Background: an optimization exercise with open tools, aiming at small area. Do not read the settings as production practice.
The RTL was checked by simulation tests, not by an equivalence proof against the original design.
The clock input has no modelled driver; a real chip could not lean on it and would need a root buffer or a full tree.
No activity file was given, so power comes from the tool's default toggle rates.

// manchester_top
module manchester_top(
  input  wire       clk,
  input  wire       rst,
  input  wire       tx_en,
  input  wire [7:0] tx_data,
  input  wire [7:0] tx_div,
  output wire       line,
  output wire [7:0] rx_data,
  output wire [2:0] rx_state
);
clock: 10.0 ns
lec_check: 0
cap_margin: 20
core_margin: 2
core_utilization: 40
place_density: 0.6
slew_margin: 20
standard.sh (not shown) runs the stock make flow with config.mk's settings and CLKGATE_MAP_FILE= SYNTH_SCRIPT=/design/flow/synth_recipe.tcl, a recipe that flattens the netlist after the stock synthesis.
==> flow/flow/run.sh <==
#!/bin/bash
# Own layout flow: the standard flow (standard.sh) with three changes:
#  - synthesis is the standard synthesis script, but ABC maps the logic with
#    an area-oriented script (flow/abc_area.script) instead of the speed one;
#    registers are untouched (ABC only maps combinational logic);
#  - the port buffers are sky130_fd_sc_hd__buf_1;
#  - clock tree synthesis options from flow/cts_args.txt, if present.
# Each make run's output goes to a log file of its own here; ORFS's per-step
# logs are under orfs/logs/.
set -euo pipefail
here=$(pwd)
script=$here/flow/abc_area.script
{
  echo "proc abc {args} {"
  echo "  set i [lsearch \$args -script]"
  echo "  if {\$i >= 0} { lset args [expr {\$i + 1}] $script }"
  echo "  yosys abc {*}\$args"
  echo "}"
  cat synth_recipe.tcl
} > my_synth.tcl
sed -e "s#SYNTH_SCRIPT=[^ ]*synth_recipe.tcl#SYNTH_SCRIPT=$here/my_synth.tcl#" standard.sh > my_standard.sh
grep -q "SYNTH_SCRIPT=$here/my_synth.tcl" my_standard.sh
export BUFFER_PORTS_ARGS="-buffer_cell sky130_fd_sc_hd__buf_1"
if [[ -f flow/cts_args.txt ]]; then
  export CTS_ARGS="$(cat flow/cts_args.txt)"
fi
bash my_standard.sh synth > synth.log 2>&1
bash my_standard.sh > layout.log 2>&1
==> flow/flow/abc_area.script <==
strash
dch -f
amap
==> flow/flow/cts_args.txt <==
-sink_clustering_enable -repair_clock_nets -dont_use_dummy_load -sink_clustering_size 24 -sink_clustering_max_diameter 100
The first run finished with timing, DRC and antenna clean.
Change:
==> flow/flow/cts_args.txt (replaced) <==
-sink_clustering_enable -repair_clock_nets -dont_use_dummy_load
Synthesized cell count stays the same.
Design area does not change.
Hold slack does not change.
Setup slack does not change.
Global-route usage is unchanged.
Utilization stays the same.


Setup of build 89:
Another version of the RTL of manchester_top (not shown whole).
For scale: roughly 270 cells after synthesis, roughly 71 flip-flops, about 2600 µm² of cells after synthesis.
export LEC_CHECK = 0
export CAP_MARGIN = 20
export CORE_MARGIN = 2
export CORE_UTILIZATION = 75
export PLACE_DENSITY = 0.92
export SLEW_MARGIN = 20
create_clock -name core_clock -period 10.0 [get_ports {clk}]
==> flow/flow/run.sh <==
#!/bin/bash
# Own layout flow: the standard flow (standard.sh) with these changes:
#  - synthesis is the standard synthesis script, but its final ABC mapping
#    is tried with each of the area-oriented scripts flow/abc*.script and
#    the one with the smallest cell area is kept (flow/abc_best.tcl);
#    registers are untouched (ABC only maps combinational logic);
#  - the port buffers are sky130_fd_sc_hd__buf_1;
#  - clock tree synthesis options from flow/cts_args.txt, if present;
#  - after CTS, flow/clock_tree.tcl (ORFS's POST_CTS_TCL hook) replaces the
#    clock tree with a flat one: one root buffer and 6 leaf buffers.
# Each make run's output goes to a log file of its own here; ORFS's per-step
# logs are under orfs/logs/.
set -euo pipefail
here=$(pwd)
{
  echo "set ::abc_scripts [list $(ls $here/flow/abc*.script | tr '\n' ' ')]"
  echo "source $here/flow/abc_best.tcl"
  cat synth_recipe.tcl
} > my_synth.tcl
sed -e "s#SYNTH_SCRIPT=[^ ]*synth_recipe.tcl#SYNTH_SCRIPT=$here/my_synth.tcl#" standard.sh > my_standard.sh
grep -q "SYNTH_SCRIPT=$here/my_synth.tcl" my_standard.sh
export BUFFER_PORTS_ARGS="-buffer_cell sky130_fd_sc_hd__buf_1"
if [[ -f flow/cts_args.txt ]]; then
  export CTS_ARGS="$(cat flow/cts_args.txt)"
fi
export POST_CTS_TCL=$here/flow/clock_tree.tcl
bash my_standard.sh synth > synth.log 2>&1
bash my_standard.sh > layout.log 2>&1
==> flow/flow/abc7.script <==
strash
dch -f
amap
strash
&get -n
&deepsyn -T 60 -S 3
&put
dch -f
amap
==> flow/flow/abc8.script <==
strash
dch -f
amap
strash
&get -n
&deepsyn -T 30 -S 1
&put
dch -f
amap
strash
&get -n
&deepsyn -T 30 -S 2
&put
dch -f
amap
==> flow/flow/clock_tree.tcl <==
proc ctr_x {it} { set b [[$it getInst] getBBox]; return [expr {([$b xMin] + [$b xMax]) / 2}] }
proc ctr_y {it} { set b [[$it getInst] getBBox]; return [expr {([$b yMin] + [$b yMax]) / 2}] }
proc split_groups {sinks factors axis} {
  if {[llength $factors] == 0} { return [list $sinks] }
  set f [lindex $factors 0]
  set rest [lrange $factors 1 end]
  set keyed {}
  foreach it $sinks {
    if {$axis eq "x"} { lappend keyed [list [ctr_x $it] $it] } else { lappend keyed [list [ctr_y $it] $it] }
  }
  set sorted {}
  foreach k [lsort -integer -index 0 $keyed] { lappend sorted [lindex $k 1] }
  set next [expr {$axis eq "x" ? "y" : "x"}]
  set n [llength $sorted]
  set out {}
  for {set j 0} {$j < $f} {incr j} {
    set a [expr {($j * $n) / $f}]
    set b [expr {(($j + 1) * $n) / $f - 1}]
    set out [concat $out [split_groups [lrange $sorted $a $b] $rest $next]]
  }
  return $out
}
proc place_at {inst x y} {
  $inst setLocation $x $y
  $inst setPlacementStatus PLACED
}
proc flat_clock_tree { leaf_master factors root_master } {
  set block [ord::get_db_block]
  set db [ord::get_db]
  set clkport [$block findBTerm clk]
  set clknet [$clkport getNet]
  set sinks {}
  set bufs {}
  set nets {}
  set todo [list $clknet]
  while {[llength $todo] > 0} {
    set net [lindex $todo 0]
    set todo [lrange $todo 1 end]
    foreach it [$net getITerms] {
      if {![$it isInputSignal]} { continue }
      set inst [$it getInst]
      set m [[$inst getMaster] getName]
      if {[string match "sky130_fd_sc_hd__clkbuf_*" $m]} {
        lappend bufs $inst
        foreach o [$inst getITerms] {
          if {[$o isOutputSignal]} {
            set on [$o getNet]
            if {$on ne "NULL"} { lappend todo $on; lappend nets $on }
          }
        }
      } else {
        lappend sinks $it
      }
    }
  }
  puts "flat_clock_tree: [llength $sinks] sinks, removing [llength $bufs] buffers"
  set groups [split_groups $sinks $factors x]
  foreach it $sinks { $it disconnect }
  foreach inst $bufs { odb::dbInst_destroy $inst }
  foreach net $nets { odb::dbNet_destroy $net }
  set drv $clknet
  if {$root_master ne ""} {
    set rnet [odb::dbNet_create $block clk_root]
    $rnet setSigType CLOCK
    set rbuf [odb::dbInst_create $block [$db findMaster $root_master] clk_root_buf]
    foreach it [$rbuf getITerms] {
      if {[$it isInputSignal]} { $it connect $clknet }
      if {[$it isOutputSignal]} { $it connect $rnet }
    }
    set drv $rnet
  }
  set i 0
  set ax 0; set ay 0
  foreach g $groups {
    set net [odb::dbNet_create $block clk_leaf_$i]
    $net setSigType CLOCK
    set buf [odb::dbInst_create $block [$db findMaster $leaf_master] clk_leaf_buf_$i]
    foreach it [$buf getITerms] {
      if {[$it isInputSignal]} { $it connect $drv }
      if {[$it isOutputSignal]} { $it connect $net }
    }
    set sx 0; set sy 0
    foreach it $g { $it connect $net; set sx [expr {$sx + [ctr_x $it]}]; set sy [expr {$sy + [ctr_y $it]}] }
    set n [llength $g]
    place_at $buf [expr {$sx / $n}] [expr {$sy / $n}]
    set ax [expr {$ax + $sx / $n}]; set ay [expr {$ay + $sy / $n}]
    puts "flat_clock_tree: leaf $i drives $n sinks"
    incr i
  }
  if {$root_master ne ""} { place_at $rbuf [expr {$ax / $i}] [expr {$ay / $i}] }
}

# POST_CTS hook: 6 leaf buffers (buf_4) under one root buffer (buf_2)
flat_clock_tree sky130_fd_sc_hd__buf_4 {2 3} sky130_fd_sc_hd__buf_2
detailed_placement
check_placement -verbose
estimate_parasitics -placement
Other scripts of this flow, unchanged in this note and not shown: flow/flow/abc1.script, flow/flow/abc2.script, flow/flow/abc3.script, flow/flow/abc4.script, flow/flow/abc5.script, flow/flow/abc6.script, flow/flow/abc_best.tcl, flow/flow/cts_args.txt
No stage failed in build 89, and the final checks on the layout all came back clean.
What build 41 does differently from build 89 at the input level:
- swapping 0.92 for 0.85 in PLACE_DENSITY
- swapping 75 for 65 in CORE_UTILIZATION
--- a/flow/flow/run.sh
+++ b/flow/flow/run.sh
@@ -8,5 +8,5 @@
 #  - clock tree synthesis options from flow/cts_args.txt, if present;
 #  - after CTS, flow/clock_tree.tcl (ORFS's POST_CTS_TCL hook) replaces the
-#    clock tree with a flat one: one root buffer and 6 leaf buffers.
+#    clock tree with a flat one: one root buffer and 8 leaf buffers.
 # Each make run's output goes to a log file of its own here; ORFS's per-step
 # logs are under orfs/logs/.
--- a/flow/flow/clock_tree.tcl
+++ b/flow/flow/clock_tree.tcl
@@ -1,8 +1,6 @@
 proc ctr_x {it} { set b [[$it getInst] getBBox]; return [expr {([$b xMin] + [$b xMax]) / 2}] }
 proc ctr_y {it} { set b [[$it getInst] getBBox]; return [expr {([$b yMin] + [$b yMax]) / 2}] }
-proc split_groups {sinks factors axis} {
-  if {[llength $factors] == 0} { return [list $sinks] }
-  set f [lindex $factors 0]
-  set rest [lrange $factors 1 end]
+proc split_groups {sinks levels axis} {
+  if {$levels == 0} { return [list $sinks] }
   set keyed {}
   foreach it $sinks {
@@ -11,13 +9,8 @@
   set sorted {}
   foreach k [lsort -integer -index 0 $keyed] { lappend sorted [lindex $k 1] }
+  set h [expr {[llength $sorted] / 2}]
   set next [expr {$axis eq "x" ? "y" : "x"}]
-  set n [llength $sorted]
-  set out {}
-  for {set j 0} {$j < $f} {incr j} {
-    set a [expr {($j * $n) / $f}]
-    set b [expr {(($j + 1) * $n) / $f - 1}]
-    set out [concat $out [split_groups [lrange $sorted $a $b] $rest $next]]
-  }
-  return $out
+  return [concat [split_groups [lrange $sorted 0 [expr {$h - 1}]] [expr {$levels - 1}] $next] \
+                 [split_groups [lrange $sorted $h end] [expr {$levels - 1}] $next]]
 }
 proc place_at {inst x y} {
@@ -25,5 +18,5 @@
   $inst setPlacementStatus PLACED
 }
-proc flat_clock_tree { leaf_master factors root_master } {
+proc flat_clock_tree { leaf_master levels root_master } {
   set block [ord::get_db_block]
   set db [ord::get_db]
@@ -41,5 +34,5 @@
       set inst [$it getInst]
       set m [[$inst getMaster] getName]
-      if {[string match "sky130_fd_sc_hd__clkbuf_*" $m]} {
+      if {[string match "sky130_fd_sc_hd__clkbuf_*" $m] || [string match "sky130_fd_sc_hd__buf_*" $m]} {
         lappend bufs $inst
         foreach o [$inst getITerms] {
@@ -55,5 +48,5 @@
   }
   puts "flat_clock_tree: [llength $sinks] sinks, removing [llength $bufs] buffers"
-  set groups [split_groups $sinks $factors x]
+  set groups [split_groups $sinks $levels x]
   foreach it $sinks { $it disconnect }
   foreach inst $bufs { odb::dbInst_destroy $inst }
@@ -91,6 +84,6 @@
 }
 
-# POST_CTS hook: 6 leaf buffers (buf_4) under one root buffer (buf_2)
-flat_clock_tree sky130_fd_sc_hd__buf_4 {2 3} sky130_fd_sc_hd__buf_2
+# POST_CTS hook: 8 leaf buffers (buf_4) under one root buffer (buf_2)
+flat_clock_tree sky130_fd_sc_hd__buf_4 3 sky130_fd_sc_hd__buf_2
 detailed_placement
 check_placement -verbose
removed: flow/flow/abc7.script
removed: flow/flow/abc8.script
[summary]
Summary of build 41 over build 89: cell count of the worst reg-to-reg path moved down, via count of the first global-routing pass down 54, global-route usage has decreased.
Between build 89 and build 41, the summed instance area of the synthesized netlist figures differ only marginally.
Die area | build 41 > build 89
Met3 usage in build 41 vs build 89: up 0.35 points
Final-layout worst hold slack: build 41 > build 89
Build 41 vs build 89, net switching power went down by 6.2%.
What build 50 does differently from build 41 at the input level:
- a change of PLACE_DENSITY from 0.85 to 0.92
- a change of CORE_UTILIZATION from 65 to 75
--- a/flow/flow/clock_tree.tcl
+++ b/flow/flow/clock_tree.tcl
@@ -1,6 +1,8 @@
 proc ctr_x {it} { set b [[$it getInst] getBBox]; return [expr {([$b xMin] + [$b xMax]) / 2}] }
 proc ctr_y {it} { set b [[$it getInst] getBBox]; return [expr {([$b yMin] + [$b yMax]) / 2}] }
-proc split_groups {sinks levels axis} {
-  if {$levels == 0} { return [list $sinks] }
+proc split_groups {sinks factors axis} {
+  if {[llength $factors] == 0} { return [list $sinks] }
+  set f [lindex $factors 0]
+  set rest [lrange $factors 1 end]
   set keyed {}
   foreach it $sinks {
@@ -9,8 +11,13 @@
   set sorted {}
   foreach k [lsort -integer -index 0 $keyed] { lappend sorted [lindex $k 1] }
-  set h [expr {[llength $sorted] / 2}]
   set next [expr {$axis eq "x" ? "y" : "x"}]
-  return [concat [split_groups [lrange $sorted 0 [expr {$h - 1}]] [expr {$levels - 1}] $next] \
-                 [split_groups [lrange $sorted $h end] [expr {$levels - 1}] $next]]
+  set n [llength $sorted]
+  set out {}
+  for {set j 0} {$j < $f} {incr j} {
+    set a [expr {($j * $n) / $f}]
+    set b [expr {(($j + 1) * $n) / $f - 1}]
+    set out [concat $out [split_groups [lrange $sorted $a $b] $rest $next]]
+  }
+  return $out
 }
 proc place_at {inst x y} {
@@ -18,5 +25,5 @@
   $inst setPlacementStatus PLACED
 }
-proc flat_clock_tree { leaf_master levels root_master } {
+proc flat_clock_tree { leaf_master factors root_master } {
   set block [ord::get_db_block]
   set db [ord::get_db]
@@ -34,5 +41,5 @@
       set inst [$it getInst]
       set m [[$inst getMaster] getName]
-      if {[string match "sky130_fd_sc_hd__clkbuf_*" $m] || [string match "sky130_fd_sc_hd__buf_*" $m]} {
+      if {[string match "sky130_fd_sc_hd__clkbuf_*" $m]} {
         lappend bufs $inst
         foreach o [$inst getITerms] {
@@ -48,5 +55,5 @@
   }
   puts "flat_clock_tree: [llength $sinks] sinks, removing [llength $bufs] buffers"
-  set groups [split_groups $sinks $levels x]
+  set groups [split_groups $sinks $factors x]
   foreach it $sinks { $it disconnect }
   foreach inst $bufs { odb::dbInst_destroy $inst }
@@ -84,6 +91,6 @@
 }
 
-# POST_CTS hook: 8 leaf buffers (buf_4) under one root buffer (buf_2)
-flat_clock_tree sky130_fd_sc_hd__buf_4 3 sky130_fd_sc_hd__buf_2
+# POST_CTS hook: 6 leaf buffers (buf_4) under one root buffer (buf_2)
+flat_clock_tree sky130_fd_sc_hd__buf_4 {2 3} sky130_fd_sc_hd__buf_2
 detailed_placement
 check_placement -verbose
- The lower worst hold-check slack of build 50 and build 41 is in build 41.
- Build 50 against build 41: clock network fraction of total power moved down; share of cell area taken by flip-flops and latches moved up; estimated wirelength of the detail-placed design moved up; first-iteration DRC count moved up.
In every run of this note, the design's own scripts or RTL, not TritonCTS, make the clock network.

re-timing with driven ports:
In the flow no input, the clock included, has a driving cell. The finished layouts below were timed again as built, in two steps. Step 1, drivers: a clkbuf_16 drives clk and a buf_2 each remaining input, both assumed. Step 2, shift: input delay + t, output delay - t, t = (earliest + latest rising clock arrival at the registers) / 2. This alone moves slack from input paths to output paths. a / b / c = ideal ports / drivers / drivers and shift; a / b = the first two.
| run | t (ns) | slack for setup (ns) | worst slew at a driven data input, ns |
|---|---|---|---|
| the first run of note 1 | 0.354 | 6.930 / 6.900 / 6.752 | 0.03 |
| the second run of note 1 | 0.354 | 6.930 / 6.900 / 6.752 | 0.03 |
| build 89 | 0.410 | 6.651 / 6.627 / 6.550 | 0.03 |
| build 41 | 0.445 | 6.683 / 6.656 / 6.551 | 0.04 |
| build 50 | 0.422 | 6.682 / 6.657 / 6.548 | 0.03 |
After both steps setup and hold are still met in every run listed.
